Context: an optimization exercise on an open-source flow, tuned for small area, a short achievable clock period and few clock cycles per item. The choices shown serve that exercise and are no tape-out recipe. Function was checked by simulation only, so behaviour that the tests miss may differ from the original.

## design.v

```verilog
module MultDivUnit (clk,rst_n,opCode,lOp,rOp,result,done,valid,divByZero,divOverflow);
  input clk;
  input rst_n;
  input [2:0] opCode;
  input valid;
  input [31:0] lOp; 
  input [31:0] rOp; 
  output [31:0] result;
  output done;
  output divByZero;
  output divOverflow;
  localparam W = 34;
  localparam AW = 37;
  logic sIDLE, sMUL, sMFIX, sDNORM, sDITER, sDCORR, sDFIX, sDONE;
  logic [2:0]   op;
  logic [5:0]   cnt;
  logic [W-1:0] X;      
  logic [W-1:0] PH;     
  logic [31:0]  PL;     
  logic         negA;   
  logic         negB;   
  logic         mfix;   
  logic         dz;
  logic         ovf;
  logic         oselPL, oselPH;
  logic [31:0]  prevA;     
  logic         lastDone;  
  logic [1:0]   lastKind;  
  logic [1:0]   pk;        
  logic         remFinal;  
  logic         plFinal;   
  localparam [1:0] K_NONE = 2'd0, K_MUL = 2'd1, K_DIVS = 2'd2, K_DIVU = 2'd3;
  localparam [1:0] P_SU = 2'd0, P_SS = 2'd1, P_UU = 2'd2;
  logic         c_enA, c_invA, c_selX, c_sel2X, c_selPL, c_invB, c_cin;
  logic         c_selX1, c_sel2X1, c_neg1;  
  logic         c_one;   
  function automatic [2:0] booth(input hi, input mid, input lo);
    booth = {mid ^ lo, (hi & ~mid & ~lo) | (~hi & mid & lo), hi & ~(mid & lo)};
  endfunction
  function automatic [AW-1:0] addf(input [AW-1:0] x, input [AW-1:0] y, input ci);
    logic [AW:0] g, p, gn, pn;
    integer i, l;
    g[0] = ci; p[0] = 1'b0;
    for (i = 0; i < AW; i = i + 1) begin
      g[i+1] = x[i] & y[i];
      p[i+1] = x[i] ^ y[i];
    end
    for (l = 0; (1 << l) <= AW; l = l + 1) begin
      gn = g; pn = p;
      for (i = 0; i <= AW; i = i + 1)
        if ((i >> l) & 1) begin
          gn[i] = g[i] | (p[i] & g[((i >> l) << l) - 1]);
          pn[i] = p[i] & p[((i >> l) << l) - 1];
        end
      g = gn; p = pn;
    end
    for (i = 0; i < AW; i = i + 1) addf[i] = x[i] ^ y[i] ^ g[i];
  endfunction
  function automatic [32:0] below_msb(input [32:0] v);
    integer i;
    below_msb[32] = v[32];
    for (i = 31; i >= 0; i = i - 1)
      below_msb[i] = below_msb[i+1] | v[i];
  endfunction
  wire [2:0] bd_in0 = booth(rOp[1], rOp[0], 1'b0);
  wire [2:0] bd_in1 = booth(rOp[3], rOp[2], rOp[1]);
  wire [2:0] bd_pl0 = booth(PL[5], PL[4], PL[3]);
  wire [2:0] bd_pl1 = booth(PL[7], PL[6], PL[5]);
  wire in_signedA = (opCode == 3'b001) | (opCode == 3'b010) | (opCode == 3'b100) | (opCode == 3'b110);
  wire in_signedB = (opCode == 3'b001) | (opCode == 3'b100) | (opCode == 3'b110);
  wire in_dz  = opCode[2] & (lOp == 32'd0);
  wire in_ovf = opCode[2] & ~opCode[0] & (rOp == 32'h80000000) & (&lOp);
  wire in_negA = in_signedA & rOp[31];
  wire in_negB = in_signedB & lOp[31];
  wire [32:0] in_Am   = {1'b0, rOp ^ {32{in_negA}}};
  wire [32:0] in_Xm   = {1'b0, lOp ^ {32{in_negB}}};
  wire [32:0] in_MA   = below_msb(in_Am);
  wire [32:0] in_MAp  = in_negA ? {in_MA[31:0], 1'b1} : in_MA;
  wire        in_qz   = |(in_Xm & ~in_MAp);
  wire        in_dshort = in_dz | in_ovf | in_qz;    
  wire sameOps = lastDone & (rOp == prevA) & (lOp == X[31:0]);
  wire in_fixDiv = ~opCode[0] & (in_negA ^ in_negB);
  wire in_fixRem = ~opCode[0] & in_negA;
  wire mulOk = ~opCode[2] & (lastKind == K_MUL) &
               ((opCode == 3'b000) | ((opCode == 3'b001) & (pk == P_SS)) |
                ((opCode == 3'b010) & (pk == P_SU)) | ((opCode == 3'b011) & ((pk == P_UU) | (pk == P_SU))));
  wire divOk = opCode[2] & (lastKind == (opCode[0] ? K_DIVU : K_DIVS));
  wire reuse = sameOps & (mulOk | divOk);
  wire ruMFIX  = ~opCode[2] & (opCode[1:0] == 2'b11) & (pk == P_SU) & rOp[31];
  wire ruDCORR = opCode[2] & opCode[1] & ~remFinal & PH[W-1];
  wire ruDFIX  = opCode[2] & (opCode[1] ? (~remFinal & ~PH[W-1] & in_fixRem) : (~plFinal & in_fixDiv));
  wire [AW-1:0] Xe  = {{(AW-W){X[W-1]}}, X};
  wire [AW-1:0] opA = ({{(AW-W){PH[W-1]}}, PH} & {AW{c_enA}}) ^ {AW{c_invA}};
  wire [AW-1:0] mag = ({AW{c_selX}} & Xe) | ({AW{c_sel2X}} & {Xe[AW-2:0], 1'b0}) | ({AW{c_selPL}} & {{(AW-32){1'b0}}, PL});
  wire [AW-1:0] mag1 = ({AW{c_selX1}} & Xe) | ({AW{c_sel2X1}} & {Xe[AW-2:0], 1'b0});
  wire [AW-1:0] t1 = mag ^ {AW{c_invB}};
  wire [AW-1:0] t2 = {mag1[AW-3:0], 2'b00} ^ {AW{c_neg1}};
  wire [AW-1:0] cs_s = opA ^ t1 ^ t2;
  wire [AW-1:0] cs_c = {(opA[AW-2:0] & t1[AW-2:0]) | (opA[AW-2:0] & t2[AW-2:0]) | (t1[AW-2:0] & t2[AW-2:0]), c_neg1 | c_one};
  wire [AW-1:0] sumf = addf(cs_s, cs_c, c_cin);
  wire [W-1:0]  sum = sumf[W-1:0];
  wire [32:0] Xm  = X[32:0] ^ {33{X[W-1]}};
  wire [32:0] MA0 = below_msb(PH[32:0]);
  wire [32:0] MA  = negA ? {MA0[31:0], 1'b1} : MA0;
  wire        ok5 = ~|Xm[32:28] & ~|({Xm[27:0], 5'b0} & ~MA);         
  wire        ok1 = ~Xm[32] & ~|({Xm[31:0], 1'b0} & ~MA);
  wire        dIter = sDITER | (sDNORM & ~ok1);         
  wire cntz    = (cnt == 6'd0);
  wire isRem   = op[1];
  wire needFix = ~op[0] & (isRem ? negA : (negA ^ negB));
  logic nIDLE, nMUL, nMFIX, nDNORM, nDITER, nDCORR, nDFIX, nDONE;
  always_comb begin
    nIDLE = 1'b0; nMUL = 1'b0; nMFIX = 1'b0; nDNORM = 1'b0;
    nDITER = 1'b0; nDCORR = 1'b0; nDFIX = 1'b0; nDONE = 1'b0;
    if (sIDLE) begin
      if (valid) begin
        if (reuse) begin
          if (ruMFIX) nMFIX = 1'b1;
          else if (ruDCORR) nDCORR = 1'b1;
          else if (ruDFIX) nDFIX = 1'b1;
          else nDONE = 1'b1;
        end
        else if (opCode[2]) begin
          if (in_dshort) nDONE = 1'b1; else nDNORM = 1'b1;
        end else nMUL = 1'b1;
      end else nIDLE = 1'b1;
    end
    if (sMUL) begin
      if (cntz) begin
        if (mfix) nMFIX = 1'b1; else nDONE = 1'b1;
      end else nMUL = 1'b1;
    end
    if (sMFIX) nDONE = 1'b1;
    if (sDNORM & ok1) nDNORM = 1'b1;
    if (dIter) begin
      if (cntz) begin
        if (isRem & sum[W-1]) nDCORR = 1'b1;
        else if (needFix) nDFIX = 1'b1;
        else nDONE = 1'b1;
      end else nDITER = 1'b1;
    end
    if (sDCORR) begin
      if (needFix) nDFIX = 1'b1; else nDONE = 1'b1;
    end
    if (sDFIX) nDONE = 1'b1;
    if (sDONE) nIDLE = 1'b1;
  end
  always_ff @(posedge clk or negedge rst_n) begin
    if (~rst_n) begin
      sIDLE <= 1'b1; sMUL <= 1'b0; sMFIX <= 1'b0; sDNORM <= 1'b0;
      sDITER <= 1'b0; sDCORR <= 1'b0; sDFIX <= 1'b0; sDONE <= 1'b0;
      lastDone <= 1'b0;
    end else begin
      lastDone <= sDONE;
      sIDLE <= nIDLE; sMUL <= nMUL; sMFIX <= nMFIX; sDNORM <= nDNORM;
      sDITER <= nDITER; sDCORR <= nDCORR; sDFIX <= nDFIX; sDONE <= nDONE;
    end
  end
  always_ff @(posedge clk) begin
    c_enA <= 1'b1; c_invA <= 1'b0; c_selX <= 1'b0; c_sel2X <= 1'b0; c_selPL <= 1'b0;
    c_invB <= 1'b0; c_cin <= 1'b0;
    c_selX1 <= 1'b0; c_sel2X1 <= 1'b0; c_neg1 <= 1'b0; c_one <= 1'b0;
    if (sIDLE) begin
      if (reuse) begin
        if (ruMFIX | ruDCORR) begin
          c_selX <= 1'b1; c_invB <= ruDCORR & in_negB; c_cin <= ruDCORR & in_negB;
        end else if (opCode[1]) begin  
          c_invA <= 1'b1; c_cin <= 1'b1;
        end else begin                 
          c_enA <= 1'b0; c_selPL <= 1'b1; c_invB <= 1'b1; c_cin <= 1'b1;
        end
      end else if (opCode[2]) begin
        c_selX <= 1'b1; c_invB <= ~in_negB; c_cin <= ~in_negB; c_one <= in_negA;
      end else begin
        {c_selX, c_sel2X, c_invB} <= bd_in0;
        c_cin <= bd_in0[0];
        {c_selX1, c_sel2X1, c_neg1} <= bd_in1;
      end
    end
    if (sMUL) begin
      if (cntz) c_selX <= 1'b1;  
      else begin
        {c_selX, c_sel2X, c_invB} <= bd_pl0;
        c_cin <= bd_pl0[0];
        {c_selX1, c_sel2X1, c_neg1} <= bd_pl1;
      end
    end
    if (sDNORM & ok1) begin
      c_selX <= 1'b1; c_invB <= ~X[W-1]; c_cin <= ~X[W-1]; c_one <= negA;
    end
    if (dIter | sDCORR) begin
      if (nDITER) begin
        c_selX <= 1'b1;
        c_invB <= X[W-1] ^ ~sum[W-1];
        c_cin  <= X[W-1] ^ ~sum[W-1];
      end else if (nDCORR) begin
        c_selX <= 1'b1; c_invB <= X[W-1]; c_cin <= X[W-1];
      end else begin  
        if (isRem) begin
          c_invA <= 1'b1; c_cin <= 1'b1;
        end else begin
          c_enA <= 1'b0; c_selPL <= 1'b1; c_invB <= 1'b1; c_cin <= 1'b1;
        end
      end
    end
  end
  always_ff @(posedge clk) begin
    if (sIDLE) begin
      op   <= opCode;
      dz   <= in_dz;
      ovf  <= in_ovf;
      cnt  <= opCode[2] ? 6'd0 : 6'd7;
      negA <= in_negA;
      negB <= in_negB;
      mfix <= (opCode == 3'b011) & rOp[31];
      oselPL <= (opCode == 3'b000) | (opCode[2:1] == 2'b10);
      oselPH <= ~((opCode == 3'b000) | (opCode[2:1] == 2'b10));
      X  <= {{(W-32){in_signedB & lOp[31]}}, lOp};
      if (~reuse) begin
        PH <= {{(W-32){1'b0}}, (rOp ^ {32{in_negA}}) & {32{opCode[2]}}};  
        PL <= rOp;
        lastKind <= opCode[2] ? (in_dshort ? K_NONE : (opCode[0] ? K_DIVU : K_DIVS)) : K_MUL;
        if (opCode[2] & in_qz) begin  
          oselPL <= opCode[1];
          oselPH <= 1'b0;
        end
        pk       <= (opCode == 3'b001) ? P_SS : ((opCode == 3'b011) ? P_UU : P_SU);
        remFinal <= 1'b0;
        plFinal  <= 1'b0;
      end
    end
    if (sMFIX) pk <= P_UU;
    if (sDONE & op[2]) begin
      if (op[1]) remFinal <= 1'b1;
      else plFinal <= 1'b1;
    end
    if (sMUL) begin
      PH  <= {sumf[AW-1], sumf[AW-1:4]};
      PL  <= {sumf[3:0], PL[31:4]};
      cnt <= cnt - 6'd1;
    end
    if (sMFIX | sDCORR | (sDFIX & isRem)) PH <= sum;
    if (sDFIX & ~isRem) PL <= sum[31:0];
    if (sDNORM) begin
      if (ok5) begin
        X   <= {X[W-6:0], 5'b0};
        cnt <= cnt + 6'd5;
      end else if (ok1) begin
        X   <= {X[W-2:0], 1'b0};
        cnt <= cnt + 6'd1;
      end
    end
    if (dIter) begin
      PH  <= sum;
      PL  <= {PL[30:0] & {31{~sDNORM}}, ~sum[W-1]};  
      if (~cntz) X <= {X[W-1], X[W-1:1]};
      cnt <= cnt - 6'd1;
    end
  end
  always_ff @(posedge clk) prevA <= rOp;
  assign result      = ({32{oselPL}} & PL) | ({32{oselPH}} & PH[31:0]);
  assign done        = sDONE;
  assign divByZero   = dz;
  assign divOverflow = ovf;
endmodule
```

## constraint.sdc

```tcl
create_clock -name core_clock -period 9.5 [get_ports {clk}]
set_input_delay 1.9000 -clock core_clock [delete_from_list [all_inputs] [get_ports {clk}]]
set_output_delay 1.9000 -clock core_clock [all_outputs]
set_load 0.01 [all_outputs]
```

## flow/run.sh

```bash
#!/bin/bash
set -euo pipefail
bash standard.sh synth > synth_make.log 2>&1
sed 's/"\${@:-finish}"/SETUP_SLACK_MARGIN=5.2 "\${@:-finish}"/' standard.sh > standard_margin.sh
grep -q "SETUP_SLACK_MARGIN=5.2" standard_margin.sh
bash standard_margin.sh > layout_make.log 2>&1
```

## standard.sh

```bash
#!/bin/bash
# synth_recipe.tcl (not shown) runs the flow's synth.tcl, then flattens the netlist and writes it again
# the make line also repeats each setting of config.mk as NAME=value (left out here)
make -C /OpenROAD-flow-scripts/flow DESIGN_CONFIG=/design/flow/config.mk WORK_HOME=/design/flow/orfs CLKGATE_MAP_FILE= SYNTH_SCRIPT=/design/flow/synth_recipe.tcl "${@:-finish}"
```

## config.mk

```make
export PLATFORM = sky130hd
export DESIGN_NAME = MultDivUnit
export DESIGN_NICKNAME = MultDivUnit
export VERILOG_FILES = /design/flow/design.v
export SDC_FILE = /design/flow/constraint.sdc
export NUM_CORES = 4
export LEC_CHECK = 0
export CAP_MARGIN = 20
export CORE_MARGIN = 2
export CORE_UTILIZATION = 60
export SETUP_SLACK_MARGIN = 5
export SLEW_MARGIN = 20
```

==> flow_summary.toml, run 1 <==
[timing]
drv_slew = 0
period_share_pct = 48.66
max_slew_margin_pct = 14.23
fin_skew_ns = 0.02245
worstMarginPinSlew_ns = 1.275
setup-tns-final_ns = 0
rsz0062_at_grt = "true"
max_freq_ghz = 0.2163
period_needed_ns = 4.623
setup_viol = 0
finalHoldViolCount = 0

[final_layout]
final_cell_mix = "nand2_1, xor2_1, inv_1"
drive_above_1_share_pct = 17.13
final_common_cell = "nand2_1"
fin_cells = 2586
nets = 2341
syn_to_final_growth_pct = 19.33

[synth]
synthAdderAreaFrac_pct = 7.858
synth_top_area_share_pct = 13.56
yosys.area.top_type = "edfxtp_1"
synth_compound_area_share_pct = 26.83
synth_nets = 2298
synth_top_family_by_area = "compound AO/OA/AOI/OAI gates"
syn_area_mm2 = 0.01750
synth_warnings = 1
async_flop_share_pct = 5.172
synth.avg_cell_area_um2 = 8.158
yosysUniqueCellTypes = 102
synth_edf_count = 79
synth_cells = 2145
synthTopCellsByArea = "edfxtp_1, dfxtp_1, xor2_1"
synthMuxAreaShare_pct = 2.631
synth_xor_area_share_pct = 12.11
ys.flop_type = "dfxtp_1"
ys_seq_elements = 174
synth-simple-area-share_pct = 17.14
ys_seq_area_share_pct = 24.69

[global_route]
grt_max_degree = 73
grt_overflow = 0
grt_pass1_vias = 17660
grt_pass1_wl_um = 109800
antenna_found_initial = 1
grt_use_total_pct = 47.33

[setup_path]
crit_start = "c_selX"
r2r_start = "c_selX"
cp.required_ns = 9.88
cp_num_cells = 18
crit_path_start_kind = "flop"
cp_common_cell = "xor2_1"
reg2reg_to = "c_invB"
worstPathArrival_ns = 5.00
end_kind = "flop"
cp_max_fo = 9
critical-path-slowest-cell = "fa_1"
cp_num_buf_inv = 4
reg2reg_depth = 18
reg2reg_slack_ns = 4.88
crit_type = "flop to flop"
critPathMaxStageDelay_ns = 0.51
path_cells = "bufbuf_16 -> a222oi_1 -> xor2_1 -> fa_1 -> inv_1 -> ha_4 -> nand4_1 -> nor3_4 -> a311oi_4 -> a21oi_4 -> o21ai_4 -> a31oi_4 -> xor2_1 -> buf_6 -> buf_4 -> xnor2_1 -> nand2_1 -> a32oi_2"
path_delay_family = "compound AO/OA/AOI/OAI gates"

[route]
drt-met1-wl_um = 26410
route.detailed.drc = 0
wl_per_cell_um = 28.98
avgViaCountPerCell = 7.358
met3WireLength_um = 10240
route.top_layer_used = "met5"
wirelength_um = 74950
ant_nets = 0
first_pass_iters = 12
drt_iter0_markers = 3252
routed-via-count = 19030
wl_met2_um = 31890

[placed_design]
dp_cells = 2454
portBuffers = 104
routabilityCongestion = 1.013
hpwl_um = 49500

[clock_network]
cts_made_buffers = 17
cts_tree = "done"
clkLatencyLatePin_ns = 0.48
cts_max_level = 4
cts-root-buf = "clkbuf_16"
clock_path_buffers = 2
clkSinkCount = 174
clk_pin_slew_worst_paths_ns = 0.09

[job]
maxCapViolations = 0

[floorplanning]
start_util_pct = 60.97
fp-row-count = 62
core_mm2 = 0.02870
die_x_um = 174.8
die_h_um = 174.8
io_pins = 105
die_area_mm2 = 0.03055

[run_status]
status = "timing/DRC/antenna clean"

[min_path]
min_path_cells = 0
hold_end = "lastDone"
hold_start = "sDONE"
hp-class = "flop to flop"
## worst max-delay path by stage
stage / to / slack, ns
CTS: PL[22] / 5.09
global route: c_invB / 4.82
floorplan: oselPL / 5.03
finish: c_invB / 4.88
global placement: lastKind[0] / 2.90
detailed placement: lastKind[0] / 2.62
## synthesized netlist by cell type (all sizes together) (6+ instances only)
master	number
xnor2	104
dfrtp	8
a221oi	18
nand4	27
nor3	40
edfxtp	79
o21bai	7
a32o	12
fa	42
a211oi	65
nor3b	12
a21o	11
or3	15
o31ai	37
o21ai	105
nand3	41
o2111ai	8
nand4b	6
dfxtp	86
o21a	9
o22ai	40
o31a	8
clkbuf	138
xor2	138
nand2	216
and3	11
nor2	112
nor4	30
nand2b	24
o211ai	14
a2111oi	12
nor2b	34
a22o	37
mux2i	37
ha	41
a222oi	31
a21oi	104
inv	132
buf	73
a22oi	54
a311oi	12
a31oi	17
and2	9
mux2	8
o32ai	6
## repair_timing
item,4_1_cts,5_1_grt
endpoints found under the setup margin,191,166
pin swaps,69,57
gates resized for setup,226,105
setup buffers,43,46
gates cloned,9,0
endpoints found under the hold margin,0,0
hold buffers,0,0
## state kept, by name (all words and copies together), names as in the netlist, 2 cells and up
register,cells
op,3
prevA,32
X,34
PL,32
pk,2
cnt,6
lastKind,2
PH,34
## logic make-up (layout without fill, tap and decap cells)
group,count (synthesis),count (layout)
AOI/OAI and AO/OA,653,653
xor gates and xnor gates,242,242
adders and majority gates,85,85
buffers and inverters,346,399
DFF,174,174
muxes,45,45
other,0,1
and+or+nand+nor,600,603
## per-layer routing
| metal | up-vias | global-route usage [%] |
|---|---|---|
| met3 | 456 | 12.12 |
| met4 | 2 | 29.06 |
| li1 | 7930 | - |
| met5 | - | 0 |
| met1 | 8868 | 60.04 |
| met2 | 1772 | 72.38 |
## worst reg2reg max path, cell delays in order, from the launching register on
cell	delay, ns
dfxtp_4	0.41
bufbuf_16	0.31
a222oi_1	0.44
xor2_1	0.15
fa_1	0.51
inv_1	0.06
ha_4	0.29
nand4_1	0.20
nor3_4	0.32
a311oi_4	0.18
a21oi_4	0.30
o21ai_4	0.14
a31oi_4	0.18
xor2_1	0.20
buf_6	0.22
buf_4	0.15
xnor2_1	0.10
nand2_1	0.08
a32oi_2	0.28
## per-stage QoR
| stage | hold WS (ns) | util [%] | setup WS (ns) | instance area, um^2 |
|---|---|---|---|---|
| floorplan | 0.4258 | - | 5.029 | 17610 |
| global placement | 0.4673 | 63.79 | 2.896 | 18310 |
| detailed placement | 0.4645 | 63.79 | 2.622 | 18310 |
| CTS | 0.4820 | 69.97 | 5.092 | 20080 |
| global route | 0.5079 | 72.74 | 4.818 | 20880 |
| finish | 0.4855 | 72.75 | 4.877 | 20880 |
## cell type report
class / instances / area [um^2]
Timing Repair Buffer: 230 / 2221
Clock buffer: 18 / 429.2
Tap cell: 384 / 480.5
Antenna cell: 1 / 2.502
Multi-Input combinational cell: 1628 / 12700
Timing Repair inverter: 2 / 16.27
Clock inverter: 14 / 146.4
Inverter: 135 / 548.0
Fill cell: 2199 / 7821
Sequential cell: 174 / 4340
Testbench counts, summed over its fixed seeds: cycles 24,022, ops 3,200.
==> run 2, diff against run 1 <==
==> flow/run.sh (replaced) <==
#!/bin/bash
set -euo pipefail
bash standard.sh synth > synth_make.log 2>&1
sed 's/"\${@:-finish}"/SETUP_SLACK_MARGIN=5.3 "\${@:-finish}"/' standard.sh > standard_margin.sh
grep -q "SETUP_SLACK_MARGIN=5.3" standard_margin.sh
bash standard_margin.sh > layout_make.log 2>&1
==> flow_summary.toml, run 2 <==
[clock_network]
cts_max_level = 4
clkSinkCount = 174
clock_path_buffers = 2
cts_tree = "done"
cts-root-buf = "clkbuf_16"
clkLatencyLatePin_ns = 0.46
cts_made_buffers = 17
clk_pin_slew_worst_paths_ns = 0.08

[synth]
yosysUniqueCellTypes = 102
synthMuxAreaShare_pct = 2.631
ys_seq_elements = 174
synth_cells = 2145
synthAdderAreaFrac_pct = 7.858
synthTopCellsByArea = "edfxtp_1, dfxtp_1, xor2_1"
synth_common_cells = "nand2_1, xor2_1, clkbuf_1, inv_1, nor2_1"
synthMostInstantiatedCell = "nand2_1"
async_flop_share_pct = 5.172
yosys.area.top_type = "edfxtp_1"
synth_edf_count = 79
synth_warnings = 1
syn_area_mm2 = 0.01750
synth-simple-area-share_pct = 17.14
synth_nets = 2298
synth.avg_cell_area_um2 = 8.158
synth_top_family_by_area = "compound AO/OA/AOI/OAI gates"
synth_top_area_share_pct = 13.56
synth_xor_area_share_pct = 12.11
synth_compound_area_share_pct = 26.83
ys_seq_area_share_pct = 24.69
ys.flop_type = "dfxtp_1"

[timing]
holdWs_ns = 0.4715
fin_skew_ns = 0.02073
period_share_pct = 49.43
drv_slew = 0
max_freq_ghz = 0.2129
setup-tns-final_ns = 0
period_needed_ns = 4.696
worstMarginPinSlew_ns = 1.044
setup_slack_ns = 4.804
rsz0062_at_grt = "true"
max_slew_margin_pct = 30.43
finalHoldViolCount = 0
setup_viol = 0

[final_layout]
syn_to_final_growth_pct = 21.29
top_regs = "PH: 34 flops, X: 34 flops"
fillers = 2064
regArea_mm2 = 0.004354
drive_above_1_share_pct = 18.99
final_common_cell = "nand2_1"
nets = 2336
diodes = 0
final_cell_mix = "nand2_1, xor2_1, inv_1"
multi_input_area_mm2 = 0.01300

[floorplanning]
die_h_um = 174.8
die_x_um = 174.8
fp-row-count = 62
core_mm2 = 0.02870
start_util_pct = 60.97
io_pins = 105
die_area_mm2 = 0.03055

[global_route]
grt_use_total_pct = 48.67
antenna_found_initial = 1
grt_pass1_vias = 18100
grt_max_degree = 75
grt_pass1_wl_um = 112700
grt_overflow = 0

[placed_design]
hpwl_um = 50710
dp_worst_setup_slack_ns = 2.779
routabilityCongestion = 0.9984
portBuffers = 104

[setup_path]
worstPathArrival_ns = 4.88
cp_max_fo = 7
crit_type = "flop to flop"
path_cells = "buf_6 -> buf_16 -> a222oi_1 -> xnor2_1 -> fa_1 -> ha_1 -> nand3b_1 -> nand3_4 -> a311oi_4 -> buf_4 -> a21oi_4 -> buf_6 -> o21bai_4 -> a21boi_2 -> o21a_1 -> o311a_4 -> a22oi_2 -> o21ai_1"
cp_common_cell = "buf_6"
end_kind = "flop"
cp.required_ns = 9.69
critPathMaxStageDelay_ns = 0.50
crit_path_start_kind = "flop"
critical-path-slowest-cell = "fa_1"

[route]
route.detailed.drc = 0
wirelength_um = 77560
ant_nets = 0
routed-via-count = 19410
first_pass_iters = 17
avgViaCountPerCell = 7.524
wl_per_cell_um = 30.06
drt_iter0_markers = 4044

[min_path]
hp-class = "flop to flop"

[run_status]
status = "timing/DRC/antenna clean"

[job]
maxCapViolations = 0
## run 2: final cells by class
| cell class | instances | share of cell area, % |
|---|---|---|
| flip-flops and latches | 174 | 20.51 |
| well taps | 384 | 2.264 |
| repair buffers | 225 | 10.56 |
| clock buffers | 17 | 2.004 |
| clock inverters | 15 | 0.7840 |
| repair inverters | 2 | 0.07663 |
| inverters | 135 | 2.529 |
| multi-input cells | 1628 | 61.26 |
## run 2: worst max-delay path: cells and delay by family, from the launching register on
family | cells | cell delay (ns)
AOI/OAI and AO/OA | 9 | 2.10
xor gates and xnor gates | 1 | 0.22
and+or+nand+nor | 2 | 0.32
buffers and inverters | 4 | 0.59
adders and majority gates | 2 | 0.79
DFF | 1 | 0.40
## run 2: path summary, 6_finish.rpt
path	startpoint	slack, ns	cells past startpoint	to
min	plFinal	0.47	2	plFinal
max reg2reg	c_selX	4.80	18	PH[26]
min in group asynchronous	rst_n	1.73	1	sDONE
max in group asynchronous	rst_n	7.43	1	sIDLE
min reg2reg	plFinal	0.47	2	plFinal
max	c_selX	4.80	18	PH[26]
## run 2: layer usage
metal	vias up	GRT usage, %	share of wire, %
li1	7920	-	-
met1	8996	61.02	34
met2	1869	74.46	42
met3	626	12.40	14
met4	0	31.77	9.6
met5	-	0	0
## run 2: per-stage QoR
stage / cells / util (%) / cell area, um^2
after floorplan: 2145 / - / 17640
after global placement: 2451 / 63.78 / 18310
after detailed placement: 2451 / 63.78 / 18310
after CTS: 2540 / 70.36 / 20190
after global routing: 2580 / 73.95 / 21230
final: 2580 / 73.95 / 21230
## run 2: what timing repair did
action,in CTS,in global routing
setup endpoints to repair,187,171
hold endpoints to repair,0,0
gates cloned,8,0
pin swaps,62,64
resized for setup,273,164
hold buffers,0,0
buffers inserted,49,38
## run 2: kinds of logic (layout without fill, tap and decap cells)
group / after synthesis / after routing
buffers and inverters: 346 / 394
XOR/XNOR: 242 / 242
adder cells (fa/ha/maj): 85 / 85
AND/OR/NAND/NOR: 600 / 603
AO/OA/AOI/OAI: 653 / 653
multiplexers: 45 / 45
flip-flops: 174 / 174

==> port drivers added, routing unchanged <==
Ports are ideal in the flow. The routed layouts listed here were re-timed in OpenROAD.
Step 1 assumes that a clkbuf_16 drives the clock port and a buf_2 every other input.
Step 2 adds t to the input delays and takes it off the output delays; t is the mean of the earliest and latest rising clock arrival at the registers after step 1. Input paths then give back, and output paths get back, about the clock's delay inside the block.
Slacks: no drivers / after step 1 / after step 2; pairs: no drivers / after step 1.
| run | t (ns) | setup slack, ns | worst setup path at the end | latest minus earliest clock arrival (ns) | pins driven straight from the clock port |
|---|---|---|---|---|---|
| run 1 | 0.518 | 4.877 / 4.877 / 4.495 | input to register | 0.022 / 0.023 | 1 |
| run 2 | 0.504 | 4.804 / 4.804 / 4.690 | input to register | 0.021 / 0.022 | 1 |
After both steps every run listed still meets setup and hold. For run 1, which loses most, drivers alone change the setup slack by 0.000 ns; drivers and shift together by -0.382 ns.
